This is an optimization exercise on Yosys and OpenROAD, whose aim is small area and a short achievable clock period, not a production implementation.
Only the layout flow was run in this run; the RTL was not checked for function there.

==> design/flow/run.sh <==
#!/bin/bash
# synth_recipe.tcl (not shown) runs the flow's synth.tcl, then flattens the netlist and writes it again
# the make line also repeats each setting of config.mk as NAME=value (left out here)
make -C /OpenROAD-flow-scripts/flow DESIGN_CONFIG=/design/flow/config.mk WORK_HOME=/design/flow/orfs CLKGATE_MAP_FILE= SYNTH_SCRIPT=/design/flow/synth_recipe.tcl finish
==> design/flow/config.mk <==
export PLATFORM = sky130hd
export DESIGN_NAME = Vedic
export DESIGN_NICKNAME = Vedic
export VERILOG_FILES = /design/flow/design.v
export SDC_FILE = /design/flow/constraint.sdc
export NUM_CORES = 4
export LEC_CHECK = 0
export CAP_MARGIN = 20
export CORE_MARGIN = 2
export CORE_UTILIZATION = 40
export SLEW_MARGIN = 20
==> design/flow/constraint.sdc <==
create_clock -name core_clock -period 14.0 [get_ports {clk}]
set_input_delay 2.8000 -clock core_clock [delete_from_list [all_inputs] [get_ports {clk}]]
set_output_delay 2.8000 -clock core_clock [all_outputs]
set_load 0.01 [all_outputs]
==> design/flow/design.v <==
module HA(
input IN1,
input IN2,
output cout,
output sum    
               );
assign sum = IN1^IN2;
assign cout= IN1&IN2;
endmodule
module N_bit_adder_no_carry (IN1,IN2,S);
	parameter N = 4;
	input [N-1:0] IN1,IN2;
	output [N-1:0] S;
	assign S = IN1 + IN2;
endmodule
module Vedic_2bit_Mul(
input            [1:0]A,
input            [1:0]B,
output           [3:0]Res
                     );
wire [2:0] And_out;
wire        c_ha_1;
assign Res[0]        = A[0]&B[0];
assign And_out[0]    = A[0]&B[1];
assign And_out[1]    = A[1]&B[0];
HA ha_1(.sum(Res[1]),.cout(c_ha_1),.IN1(And_out[0]),.IN2(And_out[1]));
assign And_out[2]    = A[1]&B[1];
HA ha_2(.sum(Res[2]),.cout(Res[3]),.IN1(c_ha_1),.IN2(And_out[2]));
endmodule
module vedic_adder (q0,q1,q2,q3,Q);
	parameter MUL_Size 			=  4; 						 
	parameter Small_Adder_Size  =  MUL_Size;				 
	parameter Big_Adder_Size 	=  MUL_Size + MUL_Size/2;    
	parameter Added_Zeros 		=  MUL_Size/2;
	parameter Mul_Output_Size   =  2*MUL_Size;
	input  [MUL_Size-1:0] 		   q0,q1,q2,q3;
	output [Mul_Output_Size-1:0]   Q;
	wire [Small_Adder_Size-1:0]   Small_Adder_Sum;
	wire [Big_Adder_Size-1:0]     Big_Adder_Sum;
	N_bit_adder_no_carry #(.N(Small_Adder_Size)) FBA (.IN1({{Added_Zeros{1'b0}},q0[MUL_Size-1:Added_Zeros]}),.IN2(q1),.S(Small_Adder_Sum));
	N_bit_adder_no_carry #(.N(Big_Adder_Size))   SBA_0 (.IN1({{Added_Zeros{1'b0}},q2}),.IN2({q3,{Added_Zeros{1'b0}}}),.S(Big_Adder_Sum));
	N_bit_adder_no_carry #(.N(Big_Adder_Size))   SBA_1 (.IN1({{Added_Zeros{1'b0}},Small_Adder_Sum}),.IN2(Big_Adder_Sum),.S(Q[Mul_Output_Size-1:Added_Zeros]));
	assign Q[Added_Zeros-1:0] = q0[Added_Zeros-1:0];
endmodule
module Vedic4x4_Top(
input         [3:0] A_2,
input         [3:0] B_2,
output        [7:0] Q
);
wire  [3:0]      WM1;
wire  [3:0]      WM2;
wire  [3:0]      WM3;
wire  [3:0]      WM4;
Vedic_2bit_Mul M1                  (.A(A_2[1:0]),.B(B_2[1:0]),.Res(WM1));
Vedic_2bit_Mul M2                  (.A(A_2[3:2]),.B(B_2[1:0]),.Res(WM2));
Vedic_2bit_Mul M3                  (.A(A_2[1:0]),.B(B_2[3:2]),.Res(WM3));
Vedic_2bit_Mul M4                  (.A(A_2[3:2]),.B(B_2[3:2]),.Res(WM4));
vedic_adder #(.MUL_Size(4))  VA     (.q0(WM1),.q1(WM2),.q2(WM3),.q3(WM4),.Q(Q));
endmodule
module Vedic8x8_Top(
input         [7:0] A_3,
input         [7:0] B_3,
output        [15:0] Q
);
wire  [7:0]      WM1;
wire  [7:0]      WM2;
wire  [7:0]      WM3;
wire  [7:0]      WM4;
Vedic4x4_Top M1                  (.A_2(A_3[3:0]),.B_2(B_3[3:0]),.Q(WM1));
Vedic4x4_Top M2                  (.A_2(A_3[7:4]),.B_2(B_3[3:0]),.Q(WM2));
Vedic4x4_Top M3                  (.A_2(A_3[3:0]),.B_2(B_3[7:4]),.Q(WM3));
Vedic4x4_Top M4                  (.A_2(A_3[7:4]),.B_2(B_3[7:4]),.Q(WM4));
vedic_adder #(.MUL_Size(8))  VA     (.q0(WM1),.q1(WM2),.q2(WM3),.q3(WM4),.Q(Q));
endmodule
module Vedic16x16_Top(
input         [15:0] A_4,
input         [15:0] B_4,
output        [31:0] Q
);
wire  [15:0]      WM1;
wire  [15:0]      WM2;
wire  [15:0]      WM3;
wire  [15:0]      WM4;
Vedic8x8_Top M1                  (.A_3(A_4[7:0]),.B_3(B_4[7:0]),.Q(WM1));
Vedic8x8_Top M2                  (.A_3(A_4[15:8]),.B_3(B_4[7:0]),.Q(WM2));
Vedic8x8_Top M3                  (.A_3(A_4[7:0]),.B_3(B_4[15:8]),.Q(WM3));
Vedic8x8_Top M4                  (.A_3(A_4[15:8]),.B_3(B_4[15:8]),.Q(WM4));
vedic_adder #(.MUL_Size(16))  VA     (.q0(WM1),.q1(WM2),.q2(WM3),.q3(WM4),.Q(Q));
endmodule
module Vedic(
input                clk,
input                rst,
input         [31:0] A_5,
input         [31:0] B_5,
output  reg [63:0] Q_REG
);
wire [63:0]  Q;
reg  [31:0] A_5_reg;
reg  [31:0] B_5_reg;
always@(posedge clk or negedge rst)
begin
      if(~rst)
	  begin
        Q_REG   <=0;
		A_5_reg <=0;
		B_5_reg <=0;
  end
		else
begin
		  Q_REG <=Q;
		A_5_reg <=A_5;
		B_5_reg <=B_5;
		end
end
wire  [31:0]      WM1;
wire  [31:0]      WM2;
wire  [31:0]      WM3;
wire  [31:0]      WM4;
Vedic16x16_Top M1                  (.A_4(A_5_reg[15:0]),.B_4(B_5_reg[15:0]),.Q(WM1));
Vedic16x16_Top M2                  (.A_4(A_5_reg[31:16]),.B_4(B_5_reg[15:0]),.Q(WM2));
Vedic16x16_Top M3                  (.A_4(A_5_reg[15:0]),.B_4(B_5_reg[31:16]),.Q(WM3));
Vedic16x16_Top M4                  (.A_4(A_5_reg[31:16]),.B_4(B_5_reg[31:16]),.Q(WM4));
vedic_adder #(.MUL_Size(32))  VA     (.q0(WM1),.q1(WM2),.q2(WM3),.q3(WM4),.Q(Q));
endmodule
==> metrics.md <==
| Metric | Value |
|---|---|
| Synth area leader | `ha_1` |
| Max-Cap Viols | `0` |
| Synth Flop Type | `dfrtp_1` |
| Reg2reg path depth | `62` |
| Via density | `5.11` |
| Synthesized flop and latch total | `128` |
| Crit share post-route | `96.4%` |
| Placed cell count | `8122` |
| Number of synthesized flops with an enable pin | `0` |
| Status | `finished clean` |
| CTS tree | `done` |
| Seq. cell area | `0.00320 mm2` |
| Top post-synthesis cells by area | `ha_1 33%, fa_1 15%, and2_1 11%` |
| Hold Crit Endpoint | `Q_REG[16]` |
| Minimum clock period | `13500 ps` |
| Max reg flops | `64` |
| WL per Instance | `17.6 um` |
| Syn Nets | `8172` |
| Fillers | `13.4k` |
| Min-Delay Path Class | `reg -> reg` |
| Post-DRT Antenna Nets | `0` |
| Worst hold path startpoint | `B_5_reg[16]` |
| GRT Overall Usage | `20.7%` |
| Floorplan die width | `375 um` |
| Gp weighted congestion | `0.896` |
| Setup Skew | `26.0 ps` |
| CP Capture Type | `register` |
| Largest net degree at the start of global routing | `58` |
| # IOs | `130` |
| Peak Freq | `74.1 MHz` |
| Final Hold Fails | `0` |
| Hpwl dp | `119 mm` |
| Yosys cell types | `74` |
| Total number of vias | `41.8k` |
| I/O Buffers | `129` |
| Clk slew on worst S/H paths | `80 ps` |
| DRT Pass-1 Iters | `5` |
| Initial core utilization | `40.2%` |
| Synth-to-Final Area Change | `10.1%` |
| Synth Area per Inst | `8.85 um2` |
| Max transition margin | `31.6%` |
| DRC | `0` |
| Cts bufs inserted | `17` |
| Least-Margin Pin Slew | `1020 ps` |
| CP required | `14420 ps` |
| Deepest clock path buffer count | `2` |
| Multi-input gate area | `0.0492 mm2` |
| Share of the synthesized area in the top cell type | `33.4%` |
| Number of global-route vias before repair | `43.3k` |
| Synth warnings | `1` |
| Netlist Area Pre-Place | `0.0551 mm2` |
| Register area share after synthesis | `5.81%` |
| Antenna violations before repair | `10` |
| Reg-to-reg slack, setup | `500 ps` |
| Core Box Area | `0.137 mm2` |
| Hold Path Cell Cnt | `2` |
| Critical path launch point type | `register` |
| Die Y | `375 um` |
| Post-synthesis cell count | `6224` |
| FF-to-FF Start | `A_5_reg[0]` |
| Row cnt | `136` |
| Final WS setup | `504 ps` |
| Overflow after GRT | `0` |
| TritonCTS sink count | `128` |
| Most common cell in the synthesized netlist | `ha_1` |
| Nets@finish | `8306` |
| Setup_tns | `0 ps` |
| Slew Viols, Final | `0` |
| CP most frequent cell | `ha_1` |
| Finished Layout Cells | `8176` |
| Synth cell count leaders | `1472 x ha_1, 978 x and2_1, 723 x inv_1, 556 x xnor2_1, 410 x fa_1` |
| Worst R2R End | `Q_REG[53]` |
| Setup slack at placement | `-254 ps` |
| Final setup violating endpoints | `0` |
| Ys async rst share | `100%` |
| Clock latency (worst-skew pair) | `570 ps` |
| Slowest-stage cell, CP | `fa_2` |
| # H-tree levels | `4` |
| Global-route wire length before repair | `231 mm` |
| Worst Path Max Fanout | `5` |
| Crit path DAT | `13910 ps` |
| Die area | `0.141 mm2` |
| Initial DRC count | `1463` |
| Layout cells sized above 1 | `5.42%` |
| Clock Tree Root | `clkbuf_16` |
| CP peak stage delay | `580 ps` |
| Kind of critical path | `reg -> reg` |
| Total Wirelength | `144 mm` |
## worst max-delay path by stage
stage	startpoint	cells past startpoint	to	slack (ps)
finish	A_5_reg[0]	62	Q_REG[53]	500
global route	A_5_reg[0]	62	Q_REG[53]	-180
CTS	A_5_reg[0]	65	Q_REG[63]	-1
detailed placement	A_5_reg[0]	64	Q_REG[62]	-250
global placement	A_5_reg[0]	63	Q_REG[63]	-50
floorplan	A_5_reg[0]	61	Q_REG[63]	400
## per-stage QoR
step                      cell area [um2]  util [%]  hold WS [ps]
after floorplan                     55100         -           510
after global placement              59200      43.2           724
after detailed placement            59200      43.2           706
after CTS                           59900      43.7           728
after global routing                60600      44.2           756
final                               60700      44.2           721
## metal layers
layer	GRT usage, %	routed length (um)	vias up
li1	-	-	21000
met4	4.78	2840	2
met2	37.1	70400	443
met1	26.7	66400	20200
met5	0	19	-
met3	2.15	3890	120
## logic make-up (layout without fill, tap and decap cells)
logic type,after synthesis,count (layout),share of synthesized area (%)
adders and majority gates,1882,1882,48.3
and+or+nand+nor,1569,1569,16.3
AOI/OAI and AO/OA,976,976,11.4
buffers and inverters,922,1069,6.28
xor gates and xnor gates,745,745,11.9
DFF,128,128,5.81
muxes,2,2,0.0363
other,0,11,0
## cell type report
cell class | count | share of cell area, %
well taps | 1794 | 3.70
flip-flops and latches | 128 | 5.28
clock buffers | 17 | 0.701
multi-input cells | 5174 | 81.0
clock inverters | 15 | 0.293
diodes | 11 | 0.0454
repair buffers | 314 | 4.47
inverters | 723 | 4.47
## critical path: cells and delay by family (launching register included)
kind	cells	cell delay, ps
compound gates	17	2710
simple gates	14	2880
mux	1	140
fa+ha+maj	16	5650
xor+xnor	6	810
buf+inv	8	810
flops	1	380
## timing repair
action | CTS | global route
gates resized for setup | 16 | 122
pin swaps | 2 | 63
hold buffers | 0 | 0
buffers inserted | 0 | 11
endpoints found under the setup margin | 15 | 32
## cell usage in the layout (no fill, tap or decap), types with 7 or more instances in the layout
master	netlist	routed
a21boi_0	12	11
o21ai_1	11	17
nand2b_1	23	23
o21ai_0	89	78
nand2_1	196	196
o31ai_1	11	7
nor2_1	143	138
a31oi_1	13	12
ha_1	1472	1460
xor2_1	188	184
o211ai_1	10	10
buf_4	0	182
nand3_1	50	49
nand4_1	10	10
nor2b_1	42	42
clkbuf_16	0	17
nor3_1	47	42
clkdlybuf4s50_1	0	128
a21oi_1	347	313
and2_1	978	978
diode_2	0	11
inv_1	723	723
nand3b_1	7	7
a21oi_2	2	33
xnor2_2	0	10
a21o_1	310	310
o21a_1	34	34
nor3b_1	8	7
ha_4	0	10
o21bai_1	57	56
or3_1	16	15
xnor2_1	556	546
and3_1	12	10
fa_1	410	406
inv_8	0	7
a211oi_1	19	16
dfrtp_1	128	128

-- static timing again, ports no longer ideal --
The flow's constraints put no driver on any port. The routed layout listed below was extracted and timed again, unchanged, in two steps. Step 1: set_driving_cell puts a clkbuf_16 on clk and a buf_2 on each other input, an assumption about the parent block. Step 2 moves the port delays by t, midway between the first and last clock arrival at a register: inputs arrive t later, outputs are due t later. That takes back most of the time a late clock gives input paths. Three values: ideal ports, drivers, drivers and shift; two values: the first two.
t, ns: 0.630
slack for setup (ns): 0.504 / 0.504 / 0.504
hold WS [ns]: 0.721 / 0.721 / 0.721
clock arrival spread, ns: 0.027 / 0.028
worst register clock-pin slew, ns: 0.09 / 0.09
After both steps setup and hold are still met in this run. The setup slack of this run moves by 0.000 ns with the drivers and by 0.000 ns with both steps.
